Context: an optimization exercise on an open-source flow, tuned for small area, a short achievable clock period and few clock cycles per item. The choices shown serve that exercise and are no tape-out recipe. Only simulation tests tie the RTL to the original design; equivalence was not proved.

oak:
==> flow/design.v <==
module Multiplicador (
    input  [33:0] P,       
    input  [32:0] X,       
    input  [8:0]  Y,       
    output [41:0] S        
);
function [33:0] pp;        
    input [32:0] x;
    input [2:0]  y;
    reg one, two, neg;
    begin
        one = y[1] ^ y[0];
        two = (y[2] & ~y[1] & ~y[0]) | (~y[2] & y[1] & y[0]);
        neg = y[2];
        pp  = (({34{one}} & {x[32], x}) | ({34{two}} & {x, 1'b0})) ^ {34{neg & (one | two)}};
    end
endfunction
wire [33:0] p0 = pp(X, Y[2:0]);
wire [33:0] p1 = pp(X, Y[4:2]);
wire [33:0] p2 = pp(X, Y[6:4]);
wire [33:0] p3 = pp(X, Y[8:6]);
wire n0 = Y[2] & ~(Y[1] & Y[0]);
wire n1 = Y[4] & ~(Y[3] & Y[2]);
wire n2 = Y[6] & ~(Y[5] & Y[4]);
wire n3 = Y[8] & ~(Y[7] & Y[6]);
wire [41:0] o0 = {8'b0, ~P[33],  P[32:0]};
wire [41:0] o1 = {8'b0, ~p0[33], p0[32:0]};
wire [41:0] o2 = {6'b0, ~p1[33], p1[32:0], 2'b0};
wire [41:0] o3 = {4'b0, ~p2[33], p2[32:0], 4'b0};
wire [41:0] o4 = {2'b0, ~p3[33], p3[32:0], 6'b0};
wire [41:0] o5 = {8'b11010101, 27'b0, n3, 1'b0, n2, 1'b0, n1, 1'b0, n0};
wire [41:0] s1a = o0 ^ o1 ^ o2;
wire [41:0] c1a = {((o0 & o1) | (o0 & o2) | (o1 & o2)), 1'b0};
wire [41:0] s1b = o3 ^ o4 ^ o5;
wire [41:0] c1b = {((o3 & o4) | (o3 & o5) | (o4 & o5)), 1'b0};
wire [41:0] s2  = s1a ^ c1a ^ s1b;
wire [41:0] c2  = {((s1a & c1a) | (s1a & s1b) | (c1a & s1b)), 1'b0};
wire [41:0] s3  = s2 ^ c2 ^ c1b;
wire [41:0] c3  = {((s2 & c2) | (s2 & c1b) | (c2 & c1b)), 1'b0};
assign S = s3 + c3;
endmodule
module Divisao (
    input  [31:0] R,       
    input  [34:0] N,       
    input         cin,
    output [31:0] R2,      
    output        q1,      
    output        q2,      
    output [31:0] t1       
);
wire [34:0] d1 = {3'b0, R} + N + {34'd0, cin};
assign q1 = ~d1[34];
assign t1 = d1[31:0];
wire [31:0] R1 = q1 ? d1[31:0] : R;
wire [34:0] d2 = {3'b0, R1} + {N[34], N[34:1]} + {34'd0, cin};
assign q2 = ~d2[34];
assign R2 = q2 ? d2[31:0] : R1;
endmodule
module MulDiv (
    input         clk,
    input         reset,
    input  [31:0] a,
    input  [31:0] b,
    input         start_mul,
    input         start_div,
    output [31:0] hi,
    output [31:0] lo,
    output        done,
    output        div_zero
);
localparam IDLE = 3'd0, MUL = 3'd1, DPRE = 3'd2, DIV = 3'd3, DPOST = 3'd4;
reg [2:0]  st;
reg [4:0]  cnt;
reg [33:0] H;        
reg [31:0] L;        
reg [34:0] X;        
reg        e;        
reg        first;    
reg [1:0]  skip;     
reg        sa, sb;   
reg        done_r, dz_r;
assign hi       = H[31:0];
assign lo       = L;
assign done     = done_r;
assign div_zero = dz_r;
wire [32:0] xm = {X[31] & (|X[30:0]), X[31:0]};    
wire [41:0] ms;
Multiplicador mstep (
    .P (first ? 34'd0 : H),
    .X (xm),
    .Y ({L[7:0], e & ~first}),
    .S (ms)
);
wire fit8  = (&L[31:7])  | ~|L[31:7];
wire fit16 = (&L[31:15]) | ~|L[31:15];
wire fit24 = (&L[31:23]) | ~|L[31:23];
wire [1:0] skip0 = fit8 ? 2'd3 : fit16 ? 2'd2 : fit24 ? 2'd1 : 2'd0;
wire       mlast = first ? fit8 : (cnt == 5'd0);
wire [1:0] sk    = ~mlast ? 2'd0 : first ? skip0 : skip;
reg [33:0] mh;
reg [31:0] ml;
always @(*) begin
    case (sk)
    2'd0: begin mh = ms[41:8];                   ml = {ms[7:0],  L[31:8]};  end
    2'd1: begin mh = {{8{ms[41]}},  ms[41:16]};  ml = {ms[15:0], L[31:16]}; end
    2'd2: begin mh = {{16{ms[41]}}, ms[41:24]};  ml = {ms[23:0], L[31:24]}; end
    default: begin mh = {{24{ms[41]}}, ms[41:32]}; ml = ms[31:0];          end
    endcase
end
wire [31:0] r2, t1;
wire        q1, q2;
Divisao dstep (.R(H[31:0]), .N(X), .cin(~sb), .R2(r2), .q1(q1), .q2(q2), .t1(t1));
function [5:0] bitlen;
    input [31:0] v;
    integer i;
    begin
        bitlen = 6'd0;
        for (i = 0; i < 32; i = i + 1)
            if (v[i]) bitlen = i + 1;
    end
endfunction
wire        a_neg = X[31];
wire        b_neg = L[31];
wire [31:0] xa    = X[31:0] ^ {32{a_neg}};           
wire [31:0] xb    = L ^ {32{b_neg}};                  
wire [5:0]  la    = bitlen(xa);
wire [5:0]  lb    = bitlen(xb);                       
wire [6:0]  sdiff = {1'b0, la} - {1'b0, lb};          
wire        qzero = sdiff[6];                         
wire [4:0]  kk    = sdiff[5:1];                       
wire [34:0] bx    = {{3{b_neg}}, L};
wire [34:0] bsh   = qzero ? bx : ({bx[33:0], 1'b0} << {kk, 1'b0});
wire [34:0] nd    = bsh ^ {35{~b_neg}};               
wire        bzero = ~|L;
wire        inv   = sa ^ sb;
wire        quirk = sa & ~sb & ~|L & ~&t1;            
wire [31:0] qfix  = quirk ? 32'd1 : ((L ^ {32{inv}}) + {31'd0, sb});
always @(posedge clk) begin
    if (reset) begin
        st     <= IDLE;
        done_r <= 1'b0;
        dz_r   <= 1'b0;
    end else begin
        case (st)
        IDLE: begin
            X <= {3'b0, a};
            if (start_mul | start_div) begin
                L      <= b;
                done_r <= 1'b0;
                dz_r   <= 1'b0;
            end
            first <= 1'b1;
            if (start_mul)      st <= MUL;
            else if (start_div) st <= DPRE;
        end
        MUL: begin
            H     <= mh;
            L     <= ml;
            e     <= L[7];
            first <= 1'b0;
            if (first) begin
                skip <= skip0;
                cnt  <= {3'b0, 2'd2 - skip0};
            end else
                cnt  <= cnt - 5'd1;
            if (mlast) begin
                st     <= IDLE;
                done_r <= 1'b1;
            end
        end
        DPRE: begin
            sa  <= a_neg;
            sb  <= b_neg;
            H   <= {2'b0, xa};
            L   <= 32'd0;
            X   <= nd;
            cnt <= kk;
            if (bzero) begin
                st     <= IDLE;
                done_r <= 1'b1;
                dz_r   <= 1'b1;
            end else if (qzero) begin
                if (a_neg) st <= DPOST;
                else begin
                    st     <= IDLE;
                    done_r <= 1'b1;
                end
            end else
                st <= DIV;
        end
        DIV: begin
            H   <= {2'b0, r2};
            L   <= {L[29:0], q1, q2};
            cnt <= cnt - 5'd1;
            if (cnt == 5'd0) begin
                X <= {X[34], X[34:1]};
                if (sa | sb) st <= DPOST;
                else begin
                    st     <= IDLE;
                    done_r <= 1'b1;
                end
            end else
                X <= {{2{X[34]}}, X[34:2]};
        end
        DPOST: begin
            if (sa) H <= {2'b0, ~t1};
            L      <= qfix;
            st     <= IDLE;
            done_r <= 1'b1;
        end
        default: st <= IDLE;
        endcase
    end
end
endmodule
==> flow/config.mk <==
export PLATFORM = sky130hd
export DESIGN_NAME = MulDiv
export DESIGN_NICKNAME = MulDiv
export VERILOG_FILES = /design/flow/design.v
export SDC_FILE = /design/flow/constraint.sdc
export NUM_CORES = 4
export LEC_CHECK = 0
export CAP_MARGIN = 20
export CORE_MARGIN = 2
export CORE_UTILIZATION = 45
export SLEW_MARGIN = 20
==> flow/constraint.sdc <==
create_clock -name core_clock -period 30.0 [get_ports {clk}]
set_input_delay 6.0000 -clock core_clock [delete_from_list [all_inputs] [get_ports {clk}]]
set_output_delay 6.0000 -clock core_clock [all_outputs]
set_load 0.01 [all_outputs]
standard.sh (not shown) runs the stock make flow with config.mk's settings and CLKGATE_MAP_FILE= SYNTH_SCRIPT=/design/flow/synth_recipe.tcl, a recipe that flattens the netlist after the stock synthesis.
==> flow/flow/run.sh <==
#!/bin/bash
# Standard layout, with repair_timing aiming for extra setup slack so that
# the critical paths get sized for a shorter period than the 30 ns clock.
set -euo pipefail
bash standard.sh SETUP_SLACK_MARGIN=22.5 finish > standard.log 2>&1
oak: flow completed, timing, DRC and antenna clean
Testbench counts of oak, summed over its fixed seeds: cycles 8,909, items 1,920.
diff inputs: oak => pine
Settings: CORE_UTILIZATION now 50, was 45.
--- a/flow/flow/run.sh
+++ b/flow/flow/run.sh
@@ -4,2 +4,2 @@
 set -euo pipefail
-bash standard.sh SETUP_SLACK_MARGIN=22.5 finish > standard.log 2>&1
+bash standard.sh SETUP_SLACK_MARGIN=23 finish > standard.log 2>&1
==> notes.md <==
Area of the core (pine over oak): decrease, 5500 um2. Diff oak..pine | synthesized-area fraction occupied by xor and xnor cells | unchanged.

---

== run a ==
MulDiv, a different RTL version from the one above (not shown whole).
Size: ~3,500 cells after synthesis, roughly 120 flip-flops, roughly 130 I/O pins, about 26,000 um^2 of cells after synthesis.
Design MulDiv, start of the top module:
module MulDiv (
    input         clk,
    input         reset,
    input  [31:0] a,
    input  [31:0] b,
    input         start_mul,
    input         start_div,
    output [31:0] hi,
    output [31:0] lo,
    output        done,
    output        div_zero
);
Settings: LEC_CHECK=0, CAP_MARGIN=20, CORE_MARGIN=2, CORE_UTILIZATION=50, SLEW_MARGIN=20; clock period 30.0 ns.
==> flow/flow/run.sh <==
#!/bin/bash
# Standard layout, with repair_timing aiming for extra setup slack so that
# the critical paths get sized for a shorter period than the 30 ns clock.
set -euo pipefail
bash standard.sh SETUP_SLACK_MARGIN=22.75 finish > standard.log 2>&1
Run a reached the end of the flow, and the finished layout is clean on the timing, DRC and antenna checks.
Testbench counts of run a, summed over its fixed seeds: cycles 8,909, items 1,920.
### run a -> run b
Settings: a change of CORE_UTILIZATION from 50 to 45.
--- a/flow/flow/run.sh
+++ b/flow/flow/run.sh
@@ -4,2 +4,2 @@
 set -euo pipefail
-bash standard.sh SETUP_SLACK_MARGIN=22.75 finish > standard.log 2>&1
+bash standard.sh SETUP_SLACK_MARGIN=22.5 finish > standard.log 2>&1
==> comparison <==
- Run b vs. run a: sequential share of layout area +0.25 points, net count of the finished layout -47, critical path's largest stage delay +0.07 ns.
- Run b vs. run a: share of final-layout standard cells stronger than drive strength 1 went down by 3.1 points.
- Number of gates resized after cts: higher on run a
- Detailed route wirelength on metal2 | run b above run a
- When the final numbers for run a and run b were put side by side, the max-slew headroom at the worst pin turned out to be smaller in run a.
- Of run a and run b, run a shows the lower tap cell instance count, with run b above it.
- Higher routed wire length goes to run b over run a.

## static timing again, ports no longer ideal
The flow's constraints put no driver on any port. The routed layouts listed below were extracted and timed again, unchanged, in two steps. Step 1 assumes that a clkbuf_16 drives the clock port and a buf_2 every other input. Step 2 also shifts input and output timing later by t, the mid clock arrival at the registers, as if the neighbouring blocks saw the same clock. a / b / c = ideal / step 1 / step 2; a / b = the first two.
run | shift t [ns] | setup WS [ns] | worst data-port slew with drivers (ns) | cell pins on the clock port's net
oak | 0.540 | 22.508 / 22.444 / 22.185 | 0.06 | 1
pine | 0.556 | 22.750 / 22.684 / 22.448 | 0.05 | 1
run a | 0.544 | 22.735 / 22.679 / 22.326 | 0.06 | 1
run b | 0.549 | 22.528 / 22.468 / 22.032 | 0.07 | 1
After both steps every run listed still meets setup and hold. For run b, which loses most, drivers alone change the setup slack by -0.060 ns; drivers and shift together by -0.496 ns.
